This design comes from an exercise in tuning for small area on the open sky130 flow, not from production work.
Function was checked by simulation only, so behaviour that the tests miss may differ from the original.

the baseline:
// tpuv1
module tpuv1
  (
    input clk, rst_n, r_w,  
    input [63:0] dataIn,
    output [63:0] dataOut,
    input [15:0] addr
  );
Size in the first run: ~8400 cells after synthesis, about 2300 flip-flops, ~0.12 mm2 of cells after synthesis.
==> module tpuv1, before the edit <==
module tpuv1
  (
    input clk, rst_n, r_w,  
    input [63:0] dataIn,
    output [63:0] dataOut,
    input [15:0] addr
  );
wire wrA   = r_w & (addr[15:6] == 10'h004);             
wire wrB   = r_w & (addr[15:6] == 10'h008);             
wire wrCl  = r_w & (addr[15:7] == 9'h006) & ~addr[3];  
wire wrCh  = r_w & (addr[15:7] == 9'h006) &  addr[3];  
wire start = r_w & (addr == 16'h0400);
reg        busy;
reg  [2:0] row;
reg  [2:0] st;
wire last = busy & (row == 3'd7) & st[2];
wire [2:0] nrow = busy ? row + {2'd0, st[2]} : 3'd0;
wire [2:0] nst  = busy ? {st[1:0], st[2]} : 3'b001;
always @(posedge clk) begin
  if (!rst_n) begin
    busy <= 1'b0;
    row  <= 3'd0;
    st   <= 3'b001;
  end else if (busy) begin
    st <= {st[1:0], st[2]};
    if (st[2]) begin
      row <= row + 3'd1;
      if (row == 3'd7) busy <= 1'b0;
    end
  end else if (start) begin
    busy <= 1'b1;
    row  <= 3'd0;
    st   <= 3'b001;
  end
end
wire [63:0] din = (rst_n & ~busy) ? dataIn : 64'd0;
reg [63:0] A [0:7];
integer ia;
always @(posedge clk)
  for (ia = 0; ia < 8; ia = ia + 1)
    if (!rst_n || last || (wrA && addr[5:3] == ia[2:0]))
      A[ia] <= din;
reg [63:0] B [0:7];
reg [7:0]  bval;
integer ib;
always @(posedge clk)
  if (wrB) begin
    for (ib = 0; ib < 7; ib = ib + 1)
      B[ib] <= B[ib+1];
    B[7] <= dataIn;
  end
always @(posedge clk)
  if (!rst_n || last) bval <= 8'd0;
  else if (wrB)       bval <= {1'b1, bval[7:1]};
reg [63:0] Cin_lo;
always @(posedge clk)
  if (!rst_n || wrCl) Cin_lo <= din;
reg  [127:0] C [0:7];
wire [3:0]  chalf = busy ? {nrow, ~nst[0]} : addr[6:3];
reg  [63:0] Crd;
integer k;
always @* begin
  Crd = 64'd0;
  for (k = 0; k < 16; k = k + 1)
    Crd = Crd | ({64{chalf == k[3:0]}} & C[k / 2][64 * (k % 2) +: 64]);
end
assign dataOut = Crd;
reg  [63:0] Arow;
reg  [15:0] Cel [0:2];
reg  [15:0] X3;
integer u, m;
always @(posedge clk) begin
  Arow   <= A[nrow];
  Cel[0] <= nst[2] ? X3 : Crd[15:0];
  Cel[1] <= nst[2] ? Crd[63:48] : Crd[31:16];
  Cel[2] <= Crd[47:32];
  if (nst[0]) X3 <= Crd[63:48];
end
reg  [63:0] Bcol [0:2];
always @* begin
  for (m = 0; m < 8; m = m + 1) begin
    Bcol[0][8*m +: 8] = {8{bval[m]}} & (({8{st[0]}} & B[m][8*0 +: 8]) |
                                        ({8{st[1]}} & B[m][8*4 +: 8]) |
                                        ({8{st[2]}} & B[m][8*3 +: 8]));
    Bcol[1][8*m +: 8] = {8{bval[m]}} & (({8{st[0]}} & B[m][8*1 +: 8]) |
                                        ({8{st[1]}} & B[m][8*5 +: 8]) |
                                        ({8{st[2]}} & B[m][8*7 +: 8]));
    Bcol[2][8*m +: 8] = {8{bval[m]}} & (({8{st[0]}} & B[m][8*2 +: 8]) |
                                        ({8{st[1]}} & B[m][8*6 +: 8]));
  end
end
wire [31:0] one, two, neg;
boothenc u_enc (.a(Arow), .one(one), .two(two), .neg(neg));
wire [15:0] res [0:2];
genvar gu;
generate
  for (gu = 0; gu < 3; gu = gu + 1) begin : g_dot
    dot8 u_dot (.one(one), .two(two), .neg(neg), .b(Bcol[gu]), .c(Cel[gu]), .r(res[gu]));
  end
endgenerate
function automatic integer ucol(input integer j);
  ucol = (j == 3) ? 0 : (j == 7) ? 1 : j % 4;
endfunction
function automatic integer scol(input integer j);
  scol = (j == 3 || j == 7) ? 2 : j / 4;
endfunction
wire [127:0] wdata = {din, rst_n ? Cin_lo : 64'd0};
wire         csel  = busy & rst_n;
reg  [127:0] cbus;
integer ic, jc;
always @*
  for (jc = 0; jc < 8; jc = jc + 1)
    cbus[16*jc +: 16] = csel ? res[ucol(jc)] : wdata[16*jc +: 16];
always @(posedge clk)
  for (ic = 0; ic < 8; ic = ic + 1)
    for (jc = 0; jc < 8; jc = jc + 1)
      if (!rst_n || (wrCh && addr[6:4] == ic[2:0]) ||
          (busy && row == ic[2:0] && st[scol(jc)]))
        C[ic][16*jc +: 16] <= cbus[16*jc +: 16];
endmodule
export LEC_CHECK = 0
export CAP_MARGIN = 0
export CORE_MARGIN = 2
export CORE_UTILIZATION = 45
export CTS_BUF_LIST = sky130_fd_sc_hd__clkbuf_16
export CTS_CLUSTER_DIAMETER = 100
export CTS_CLUSTER_SIZE = 30
export PLACE_DENSITY = 0.6
export SLEW_MARGIN = 0
export SYNTH_HIERARCHICAL = 1
create_clock -name core_clock -period 10.0 [get_ports {clk}]
standard.sh (not shown) runs the stock make flow with config.mk's settings and CLKGATE_MAP_FILE= SYNTH_SCRIPT=/design/flow/synth_recipe.tcl, a recipe that flattens the netlist after the stock synthesis.
==> flow/flow/run.sh <==
#!/bin/bash
# The standard layout (standard.sh, the ORFS flow with flow/config.mk's
# settings), with two changes passed to ORFS through its own variables:
#  - clock tree synthesis without dummy loads (clkbuf_16, clusters of up to 30 within 100 um);
#  - the port buffers are buf_1 cells.
set -euo pipefail
export CTS_ARGS="-sink_clustering_enable -repair_clock_nets -sink_clustering_size 30 -sink_clustering_max_diameter 100 -buf_list sky130_fd_sc_hd__clkbuf_16 -dont_use_dummy_load"
export BUFFER_PORTS_ARGS="-buffer_cell sky130_fd_sc_hd__buf_1"
bash standard.sh > standard.log 2>&1
[inputs] the candidate vs the baseline
--- a/flow/design.v
+++ b/flow/design.v
@@ -1624,39 +1624,37 @@
 reg [63:0] Cin_lo;
 always @(posedge clk)
   if (!rst_n || wrCl) Cin_lo <= din;
 reg  [127:0] C [0:7];
-wire [3:0]  chalf = busy ? {nrow, ~nst[0]} : addr[6:3];
-reg  [63:0] Crd;
-integer k;
-always @* begin
-  Crd = 64'd0;
-  for (k = 0; k < 16; k = k + 1)
-    Crd = Crd | ({64{chalf == k[3:0]}} & C[k / 2][64 * (k % 2) +: 64]);
-end
-assign dataOut = Crd;
+wire [2:0]   crow = busy ? nrow : addr[6:4];
+wire [127:0] Crd  = C[crow];
+assign dataOut = addr[3] ? Crd[127:64] : Crd[63:0];
 reg  [63:0] Arow;
 reg  [15:0] Cel [0:2];
-reg  [15:0] X3;
-integer u, m;
+reg  [15:0] Cnx [0:2];
+integer u, m, q;
+always @* begin
+  for (u = 0; u < 3; u = u + 1) begin
+    Cnx[u] = 16'd0;
+    for (q = 0; q < 3; q = q + 1)
+      if (3*q+u < 8)
+        Cnx[u] = Cnx[u] | ({16{nst[q]}} & Crd[16*(3*q+u) +: 16]);
+  end
+end
 always @(posedge clk) begin
-  Arow   <= A[nrow];
-  Cel[0] <= nst[2] ? X3 : Crd[15:0];
-  Cel[1] <= nst[2] ? Crd[63:48] : Crd[31:16];
-  Cel[2] <= Crd[47:32];
-  if (nst[0]) X3 <= Crd[63:48];
+  Arow <= A[nrow];
+  for (u = 0; u < 3; u = u + 1)
+    Cel[u] <= Cnx[u];
 end
 reg  [63:0] Bcol [0:2];
 always @* begin
-  for (m = 0; m < 8; m = m + 1) begin
-    Bcol[0][8*m +: 8] = {8{bval[m]}} & (({8{st[0]}} & B[m][8*0 +: 8]) |
-                                        ({8{st[1]}} & B[m][8*4 +: 8]) |
-                                        ({8{st[2]}} & B[m][8*3 +: 8]));
-    Bcol[1][8*m +: 8] = {8{bval[m]}} & (({8{st[0]}} & B[m][8*1 +: 8]) |
-                                        ({8{st[1]}} & B[m][8*5 +: 8]) |
-                                        ({8{st[2]}} & B[m][8*7 +: 8]));
-    Bcol[2][8*m +: 8] = {8{bval[m]}} & (({8{st[0]}} & B[m][8*2 +: 8]) |
-                                        ({8{st[1]}} & B[m][8*6 +: 8]));
+  for (u = 0; u < 3; u = u + 1) begin
+    Bcol[u] = 64'd0;
+    for (q = 0; q < 3; q = q + 1)
+      if (3*q+u < 8)
+        for (m = 0; m < 8; m = m + 1)
+          Bcol[u][8*m +: 8] = Bcol[u][8*m +: 8] |
+                              ({8{st[q] & bval[m]}} & B[m][8*(3*q+u) +: 8]);
   end
 end
 wire [31:0] one, two, neg;
 boothenc u_enc (.a(Arow), .one(one), .two(two), .neg(neg));
@@ -1666,24 +1664,18 @@
   for (gu = 0; gu < 3; gu = gu + 1) begin : g_dot
     dot8 u_dot (.one(one), .two(two), .neg(neg), .b(Bcol[gu]), .c(Cel[gu]), .r(res[gu]));
   end
 endgenerate
-function automatic integer ucol(input integer j);
-  ucol = (j == 3) ? 0 : (j == 7) ? 1 : j % 4;
-endfunction
-function automatic integer scol(input integer j);
-  scol = (j == 3 || j == 7) ? 2 : j / 4;
-endfunction
 wire [127:0] wdata = {din, rst_n ? Cin_lo : 64'd0};
 wire         csel  = busy & rst_n;
 reg  [127:0] cbus;
 integer ic, jc;
 always @*
   for (jc = 0; jc < 8; jc = jc + 1)
-    cbus[16*jc +: 16] = csel ? res[ucol(jc)] : wdata[16*jc +: 16];
+    cbus[16*jc +: 16] = csel ? res[jc % 3] : wdata[16*jc +: 16];
 always @(posedge clk)
   for (ic = 0; ic < 8; ic = ic + 1)
     for (jc = 0; jc < 8; jc = jc + 1)
       if (!rst_n || (wrCh && addr[6:4] == ic[2:0]) ||
-          (busy && row == ic[2:0] && st[scol(jc)]))
+          (busy && row == ic[2:0] && st[jc / 3]))
         C[ic][16*jc +: 16] <= cbus[16*jc +: 16];
 endmodule
Notes after the runs:
The candidate against the baseline: final cell count increased about 4%; post-synthesis xor/xnor area fraction ~0 delta; number of search-and-repair iterations in the first detailed-routing pass lost 2. The candidate against the baseline: adder and majority cell fraction of the synthesized area shows a reduction of 0.27 points; detailed-route wire length shows an increase of about 13%; maximum frequency shows an increase of about 1.2%; least setup slack across all paths after layout shows an increase of 0.11 ns.

[separate check: timing with driven ports]
How much do the figures lean on ideal ports? The routed layouts below were timed once more, with nothing changed but the port constraints. Step 1 sets driving cells, clkbuf_16 on the clock port and buf_2 on the other inputs (assumed; they add their load-dependent delay and slew). Step 2 times the ports against the registers' clock, not the clock port: input delays grow and output delays shrink by t, the midpoint of the rising clock arrivals with the driver on. Three values: no drivers, after step 1, after step 2; two values: the first two.
| run | shift t [ns] | setup WS [ns] | hold slack, ns | worst register clock-pin slew, ns | worst data-port slew with drivers (ns) |
|---|---|---|---|---|---|
| the baseline | 0.874 | 0.507 / 0.507 / 0.507 | 0.389 / 0.389 / 0.389 | 0.12 / 0.12 | 0.28 |
| the candidate | 0.869 | 0.620 / 0.620 / 0.620 | 0.390 / 0.390 / 0.390 | 0.12 / 0.12 | 0.18 |
After both steps setup and hold are still met in every run listed.
